This is an optimization exercise on Yosys and OpenROAD, whose aim is small area, a short achievable clock period and few clock cycles, not a production implementation. In this exercise RTL edits were held to simulation tests only and were not proved equivalent to the original.

[flow/run.sh]
#!/bin/bash
# synth_recipe.tcl (not shown) runs the flow's synth.tcl, then flattens the netlist and writes it again
# the make line also repeats each setting of config.mk as NAME=value (left out here)
make -C /OpenROAD-flow-scripts/flow DESIGN_CONFIG=/design/flow/config.mk WORK_HOME=/design/flow/orfs CLKGATE_MAP_FILE= SYNTH_SCRIPT=/design/flow/synth_recipe.tcl finish
[flow/config.mk]
export PLATFORM = sky130hd
export DESIGN_NAME = GenTrianglePoints
export DESIGN_NICKNAME = GenTrianglePoints
export VERILOG_FILES = /design/flow/design.v
export SDC_FILE = /design/flow/constraint.sdc
export NUM_CORES = 4
export LEC_CHECK = 0
export CAP_MARGIN = 30
export CORE_MARGIN = 2
export CORE_UTILIZATION = 30
export SLEW_MARGIN = 20
[flow/constraint.sdc]
create_clock -name core_clock -period 24.0 [get_ports {i_clk}]
set_input_delay 4.8000 -clock core_clock [delete_from_list [all_inputs] [get_ports {i_clk}]]
set_output_delay 4.8000 -clock core_clock [all_outputs]
set_load 0.01 [all_outputs]
[flow/design.v]
`default_nettype none
module GenTrianglePoints(
   i_clk, i_rst, i_start, i_v1, i_v2, i_v3,
   o_write, o_done, o_point
);
   parameter SCREEN_WIDTH = 640;
   parameter SCREEN_HEIGHT = 480;
   input         i_clk, i_rst, i_start;
   input [63:0]  i_v1, i_v2, i_v3;  
   output        o_write, o_done;
   output [31:0] o_point;           
   localparam S_IDLE  = 3'd0;
   localparam S_BOX   = 3'd1;
   localparam S_MUL   = 3'd2;
   localparam S_SHIFT = 3'd3;
   localparam S_ROW   = 3'd4;
   localparam S_WALK  = 3'd5;
   localparam S_SWEEP = 3'd6;
   localparam S_DOWN  = 3'd7;
   reg [2:0]  state;
   reg        ldown;      
   reg        dir;        
   reg        aflag;      
   reg        hb;         
   reg [3:0]  pos;        
   reg signed [14:0] vx0, vx1, vx2, vy0, vy1, vy2;
   reg [10:0] x, y, xlo, xhi, yhi;
   reg signed [19:0] mx0, mx1, mx2, my0, my1, my2;    
   reg signed [31:0] e0, e1, e2;
   wire signed [14:0] minxf = (vx0 < vx1) ? ((vx0 < vx2) ? vx0 : vx2) : ((vx1 < vx2) ? vx1 : vx2);
   wire signed [14:0] maxxf = (vx0 > vx1) ? ((vx0 > vx2) ? vx0 : vx2) : ((vx1 > vx2) ? vx1 : vx2);
   wire signed [14:0] minyf = (vy0 < vy1) ? ((vy0 < vy2) ? vy0 : vy2) : ((vy1 < vy2) ? vy1 : vy2);
   wire signed [14:0] maxyf = (vy0 > vy1) ? ((vy0 > vy2) ? vy0 : vy2) : ((vy1 > vy2) ? vy1 : vy2);
   wire signed [14:0] fminx = minxf >>> 4;
   wire signed [11:0] cminx = fminx[11:0] + {11'd0, |minxf[3:0]};
   wire signed [14:0] fmaxx = maxxf >>> 4;
   wire signed [11:0] cmaxx = fmaxx[11:0] + {11'd0, |maxxf[3:0]};
   wire signed [14:0] fminy = minyf >>> 4;
   wire signed [11:0] cminy = fminy[11:0] + {11'd0, |minyf[3:0]};
   wire signed [14:0] fmaxy = maxyf >>> 4;
   wire signed [11:0] cmaxy = fmaxy[11:0] + {11'd0, |maxyf[3:0]};
   wire signed [11:0] bx0 = cminx[11] ? 12'sd0 : cminx;
   wire signed [11:0] by0 = cminy[11] ? 12'sd0 : cminy;
   wire signed [11:0] mxx = (cmaxx > SCREEN_WIDTH)  ? SCREEN_WIDTH  : cmaxx;
   wire signed [11:0] mxy = (cmaxy > SCREEN_HEIGHT) ? SCREEN_HEIGHT : cmaxy;
   wire signed [11:0] bx1 = (mxx > bx0) ? mxx - 12'sd1 : bx0;
   wire signed [11:0] by1 = (mxy > by0) ? mxy - 12'sd1 : by0;
   wire top  = (pos == 4'd14);
   wire abit = hb ? (x[10] & (pos >= 4'd4)) : (y[10] & (pos >= 4'd4));
   wire b0 = hb ? vx0[14] : vy0[14];
   wire b1 = hb ? vx1[14] : vy1[14];
   wire b2 = hb ? vx2[14] : vy2[14];
   wire dp0 = top ? (abit | b0) : (abit & ~b0);
   wire dp1 = top ? (abit | b1) : (abit & ~b1);
   wire dp2 = top ? (abit | b2) : (abit & ~b2);
   wire dn0 = ~top & ~abit & b0;
   wire dn1 = ~top & ~abit & b1;
   wire dn2 = ~top & ~abit & b2;
   wire in_mul = (state == S_MUL);
   reg op_back, op_down;
   wire usey = in_mul ? hb : ~op_down;              
   wire tneg = op_down ? 1'b0 : (op_back ? ~dir : dir);
   wire g0 = in_mul ? (dp0 | dn0) : 1'b1;
   wire g1 = in_mul ? (dp1 | dn1) : 1'b1;
   wire g2 = in_mul ? (dp2 | dn2) : 1'b1;
   wire n0 = in_mul ? (hb ? dp0 : dn0) : tneg;
   wire n1 = in_mul ? (hb ? dp1 : dn1) : tneg;
   wire n2 = in_mul ? (hb ? dp2 : dn2) : tneg;
   wire clr = in_mul & ~hb & top;
   wire dbl = in_mul & ~hb;
   wire signed [31:0] a0 = clr ? 32'sd0 : (dbl ? {e0[30:0], 1'b0} : e0);
   wire signed [31:0] a1 = clr ? 32'sd0 : (dbl ? {e1[30:0], 1'b0} : e1);
   wire signed [31:0] a2 = clr ? 32'sd0 : (dbl ? {e2[30:0], 1'b0} : e2);
   wire signed [31:0] m0 = usey ? {{12{my0[19]}}, my0} : {{12{mx0[19]}}, mx0};
   wire signed [31:0] m1 = usey ? {{12{my1[19]}}, my1} : {{12{mx1[19]}}, mx1};
   wire signed [31:0] m2 = usey ? {{12{my2[19]}}, my2} : {{12{mx2[19]}}, mx2};
   wire signed [31:0] s0 = a0 + ((g0 ? (n0 ? ~m0 : m0) : 32'sd0) + {31'd0, g0 & n0});
   wire signed [31:0] s1 = a1 + ((g1 ? (n1 ? ~m1 : m1) : 32'sd0) + {31'd0, g1 & n1});
   wire signed [31:0] s2 = a2 + ((g2 ? (n2 ? ~m2 : m2) : 32'sd0) + {31'd0, g2 & n2});
   wire dyp0 = ~my0[19] & (|my0);
   wire dyp1 = ~my1[19] & (|my1);
   wire dyp2 = ~my2[19] & (|my2);
   wire dyn0 = my0[19];
   wire dyn1 = my1[19];
   wire dyn2 = my2[19];
   function out_test;
      input signed [31:0] f0, f1, f2;
      input               towards;    
      input               p0, p1, p2, q0, q1, q2;  
      reg le0, le1, le2, ge0, ge1, ge2, nd0, nd1, nd2, ni0, ni1, ni2;
      begin
         le0 = f0[31] | (f0 == 0);  ge0 = ~f0[31];
         le1 = f1[31] | (f1 == 0);  ge1 = ~f1[31];
         le2 = f2[31] | (f2 == 0);  ge2 = ~f2[31];
         nd0 = towards ? ~q0 : ~p0;  ni0 = towards ? ~p0 : ~q0;
         nd1 = towards ? ~q1 : ~p1;  ni1 = towards ? ~p1 : ~q1;
         nd2 = towards ? ~q2 : ~p2;  ni2 = towards ? ~p2 : ~q2;
         out_test = ((le0 & nd0) | (le1 & nd1) | (le2 & nd2)) &
                    ((ge0 & ni0) | (ge1 & ni1) | (ge2 & ni2));
      end
   endfunction
   wire is_in = ((e0 > 0) & (e1 > 0) & (e2 > 0)) | (e0[31] & e1[31] & e2[31]);
   wire [10:0] xb = dir ? xlo : xhi;           
   wire [10:0] xa = dir ? xhi : xlo;           
   wire at_b = (x == xb);
   wire at_a = (x == xa);
   wire last_row = (y == yhi);
   wire bo_here = out_test(e0, e1, e2, ~dir, dyp0, dyp1, dyp2, dyn0, dyn1, dyn2);
   wire ao_here = out_test(e0, e1, e2,  dir, dyp0, dyp1, dyp2, dyn0, dyn1, dyn2);
   wire bo_sum  = out_test(s0, s1, s2, ~dir, dyp0, dyp1, dyp2, dyn0, dyn1, dyn2);
   wire ao_sum  = out_test(s0, s1, s2,  dir, dyp0, dyp1, dyp2, dyn0, dyn1, dyn2);
   wire row_sweep = (state == S_ROW) & (at_b | bo_here);
   always @(*) begin
      op_back = 1'b0;
      op_down = 1'b0;
      case (state)
        S_ROW:   op_back = ~(at_b | bo_here);
        S_WALK:  op_back = 1'b1;
        S_DOWN:  op_down = 1'b1;
        default: ;
      endcase
   end
   wire sweeping = (state == S_SWEEP) | row_sweep;
   wire emit = is_in & (sweeping | ((state == S_DOWN) & ldown));
   assign o_write = emit;
   assign o_done  = (state == S_IDLE);
   assign o_point = {5'd0, y, 5'd0, x};
   wire fwd_ok  = ~at_a & ~ao_sum;
   wire walk_stop = at_b | bo_sum;
   always @(posedge i_clk) begin
      case (state)
        S_IDLE: begin
           if (i_start) begin
              vx0 <= i_v1[14:0];  vy0 <= i_v1[46:32];
              vx1 <= i_v2[14:0];  vy1 <= i_v2[46:32];
              vx2 <= i_v3[14:0];  vy2 <= i_v3[46:32];
              state <= S_BOX;
           end
        end
        S_BOX: begin
           xlo <= bx0[10:0];  x <= bx0[10:0];  xhi <= bx1[10:0];
           y <= by0[10:0];  yhi <= by1[10:0];
           mx0 <= vx1 - vx0;  mx1 <= vx2 - vx1;  mx2 <= vx0 - vx2;
           my0 <= vy1 - vy0;  my1 <= vy2 - vy1;  my2 <= vy0 - vy2;
           pos <= 4'd14;
           hb <= 1'b0;
           state <= S_MUL;
        end
        S_MUL: begin
           e0 <= s0;  e1 <= s1;  e2 <= s2;
           hb <= ~hb;
           if (~hb) begin
              vy0 <= vy0 << 1;  vy1 <= vy1 << 1;  vy2 <= vy2 << 1;
              if (pos >= 4'd4) y <= {y[9:0], y[10]};
           end else begin
              vx0 <= vx0 << 1;  vx1 <= vx1 << 1;  vx2 <= vx2 << 1;
              if (pos >= 4'd4) x <= {x[9:0], x[10]};
              pos <= pos - 4'd1;
              if (pos == 4'd0) state <= S_SHIFT;
           end
        end
        S_SHIFT: begin
           mx0 <= mx0 <<< 4;  mx1 <= mx1 <<< 4;  mx2 <= mx2 <<< 4;
           my0 <= my0 <<< 4;  my1 <= my1 <<< 4;  my2 <= my2 <<< 4;
           dir <= 1'b1;
           state <= S_ROW;
        end
        S_ROW: begin
           if (at_b | bo_here) begin
              if (fwd_ok) begin
                 e0 <= s0;  e1 <= s1;  e2 <= s2;
                 x <= dir ? x + 11'd1 : x - 11'd1;
                 state <= S_SWEEP;
              end else begin
                 ldown <= 1'b0;
                 state <= last_row ? S_IDLE : S_DOWN;
              end
           end else if (bo_sum) begin
              state <= S_SWEEP;            
           end else begin
              e0 <= s0;  e1 <= s1;  e2 <= s2;
              x <= dir ? x - 11'd1 : x + 11'd1;
              aflag <= ao_here;
              state <= S_WALK;
           end
        end
        S_WALK: begin
           if (walk_stop) begin
              if (aflag) begin
                 ldown <= 1'b1;
                 state <= S_DOWN;          
              end else
                state <= S_SWEEP;
           end else begin
              e0 <= s0;  e1 <= s1;  e2 <= s2;
              x <= dir ? x - 11'd1 : x + 11'd1;
              aflag <= ao_here;
           end
        end
        S_SWEEP: begin
           if (fwd_ok) begin
              e0 <= s0;  e1 <= s1;  e2 <= s2;
              x <= dir ? x + 11'd1 : x - 11'd1;
           end else begin
              ldown <= 1'b0;
              state <= last_row ? S_IDLE : S_DOWN;
           end
        end
        S_DOWN: begin
           if (ldown & last_row) begin
              state <= S_IDLE;
           end else begin
              e0 <= s0;  e1 <= s1;  e2 <= s2;
              y <= y + 11'd1;
              dir <= ~dir;
              ldown <= 1'b0;
              state <= S_ROW;
           end
        end
        default: state <= S_IDLE;
      endcase
      if (i_rst) state <= S_IDLE;
   end
endmodule
==> results.toml <==
[clock_tree]
cts-hold-fix-buffers = 0
worstSkewPairLatency_ps = 610
clockRootBuffer = "clkbuf_16"
cts_sinks = 372
path_clk_slew_ps = 60
cts_made_buffers = 48
cts_resized = 0
post-cts-setup-buffers = 0
cts_max_path_buffers = 3
cts_tree = "done"
htree_levels = 2

[worst_setup_path]
r2r-end = "e0[17]"
critPathMaxFanout = 59
r2r_start = "dir"
worstPathArrival_ps = 10860
cp.required_ps = 24340
ff2ff_path_depth = 27
crit_type = "register to register"
cp-endpoint = "e0[17]"
startpoint_type = "register"
setup.worst_path.start = "dir"
ff2ff_setup_slack_ps = 13480
crit_path_end_kind = "register"

[die]
die_h_um = 341
dieArea_um2 = 116000
rows = 123
die_w_um = 341
start_util_pct = 30.3
core_um2 = 113000
boundaryPins = 229

[synth]
yosysSeqAreaShare_pct = 32.7
syn_area_um2 = 34100
synth.distinct_cells = 131
synth.most_common_cell = "nand2_1"
synth_top_cells_by_count = "nand2_1, o21ai_0, edfxtp_1"
synth-edff-count = 369
ys_top_cells_by_area = "edfxtp_1, ha_1, nand2_1, o21ai_0, xnor2_1"
yosys_register_bits = 372
synth_area_leader_cell = "edfxtp_1"
synth_cells = 4103
synth_top_area_share_pct = 32.5
synth_warnings = 1
async_reset_ff_share_pct = 0
synth_ff_type = "edfxtp_1"
syn_area_per_cell_um2 = 8.32

[sta]
whs_ps = 570
finalClockSkew_ps = 25.0
final.setup.worst_slack_ps = 13480
worstMarginPinSlew_ps = 1030
drv_slew = 0
final.min_clock_period_ps = 10520
max_freq_mhz = 95.1
tns_ps = 0
timing.final.crit_share_pct = 43.8
setup_viol = 0
maxSlewHeadroom_pct = 31.1
rsz0062_at_grt = "no"
hold_violations = 0

[detailed_routing]
totalWireLength_um = 110000
vias_per_cell = 5.40
drcViolationCount = 0
drt_first_iter_violations = 2805
num_vias = 30429
ant_nets = 0
avgRoutedWirePerCell_um = 19.5
drt-pass1-iter-count = 6

[run_status]
status = "timing/DRC/antenna clean"

[worst_hold_path]
hp-class = "register to register"

[global_route]
antenna_found_initial = 2
overflow = 0
grtUsageTotal_pct = 18.1
grt_pass1_wl_um = 167000
grt_pass1_vias = 28435
grt_max_degree = 103

[run]
drv_cap = 0

[placed_design]
port_buffers = 116
place_congestion = 0.915
pre_cts_ws_ps = 13430
hpwlAfterDp_um = 84100
placed_area_um2 = 36500
dpl.cell_count = 5549

[cells_and_area]
finalNetCount = 4525
drive_gt1_share_pct = 5.61
syn2layout_area_growth_pct = 11.7
design_area_um2 = 38100
stdcell_count = 5638
fin_util_pct = 33.8
logic make-up after synthesis:
logic type	synth area share [%]
compound gates	21.7
xor+xnor	7.13
fa+ha+maj	8.66
buf+inv	5.31
flops	32.7
mux	3.45
other cells	0.0110
simple gates	21.1
layout make-up:
| cell class | instances | area, um2 |
|---|---|---|
| inverter | 212 | 796 |
| clock buffer | 53 | 1220 |
| tap | 1500 | 1880 |
| clock inverter | 33 | 378 |
| sequential | 372 | 11100 |
| multi-input combinational | 3319 | 21300 |
| timing repair buffer | 148 | 1400 |
| antenna | 1 | 2.50 |
| fill | 11808 | 74600 |
worst min path at each step:
stage,from,to,cells after the start
final,mx1[15],mx1[19],1
after global routing,mx1[7],mx1[11],2
after CTS,mx1[15],mx1[19],1
after detailed placement,mx1[15],mx1[19],1
after global placement,mx1[14],mx1[18],1
after floorplan,mx2[7],mx2[11],2
layer usage:
layer  global-route usage [%]  vias up  wire length, um
li1                         -    14920                -
met1                     25.0    14403            49500
met2                     29.3      927            50000
met3                     2.19      177             6410
met4                     6.08        2             3890
met5                        0        -               13
worst max-delay path, cell delays in order (launching register included):
cell and delay (ps):
edfxtp_1 710, buf_4 590, inv_1 540, o31ai_2 510, a32oi_2 140, a211o_1 360
and2_4 220, a211oi_4 440, or2_2 590, xnor2_1 180, o21ai_0 140, fa_1 500
fa_1 470, nand2b_1 200, a211oi_1 400, o21ai_1 280, a311oi_1 450, nor2_1 100
xnor2_1 180, or4_1 550, nor3_1 130, and4_1 250, a21boi_2 110, o221ai_2 580
buf_6 230, nand3_4 410, buf_4 530, mux2_2 360
flip-flops by register name, summed over array words and instances, names as in the netlist, 15 cells and up:
name,count
my1,20
vx2,15
mx0,20
my0,20
mx2,20
my2,20
e2,32
e1,32
vy1,15
vx0,15
mx1,20
vy2,15
e0,32
vx1,15
vy0,15
placed cells by master (no fill, tap or decap), types with 32 or more instances in the layout:
master           instances
nand2_1                713
o21ai_0                371
edfxtp_1               369
nor2_1                 307
a21oi_1                241
ha_1                   217
inv_1                  209
xnor2_1                148
xor2_1                 126
clkdlybuf4s50_1        116
mux2i_1                106
nand3_1                 87
nor3_1                  71
nand4_1                 69
nor4_1                  61
o21a_1                  51
o31ai_1                 49
clkbuf_16               48
nor2b_1                 38
a21o_1                  37
o211ai_1                32
and3_1                  32
Testbench counts, summed over its fixed seeds: cycles 174,622.

port drivers added, routing unchanged:
No port has a modelled driver above. Below, the same layout with a new extraction and two added sets of constraints.
Step 1 sets driving cells, clkbuf_16 on the clock port and buf_2 on the other inputs (assumed; they add their load-dependent delay and slew).
Step 2, shift: input delay + t, output delay - t, t = (earliest + latest rising clock arrival at the registers) / 2. This alone moves slack from input paths to output paths.
Three values: no drivers, after step 1, after step 2; two values: the first two.
t (ns): 0.662
setup WS [ns]: 13.483 / 13.483 / 13.483
worst setup path at the end: register to register
clock arrival spread, ns: 0.025 / 0.026
slew at the worst register clock pin (ns): 0.07 / 0.07
After both steps this run still meets setup and hold. The setup slack of this run moves by 0.000 ns with the drivers and by 0.000 ns with both steps.
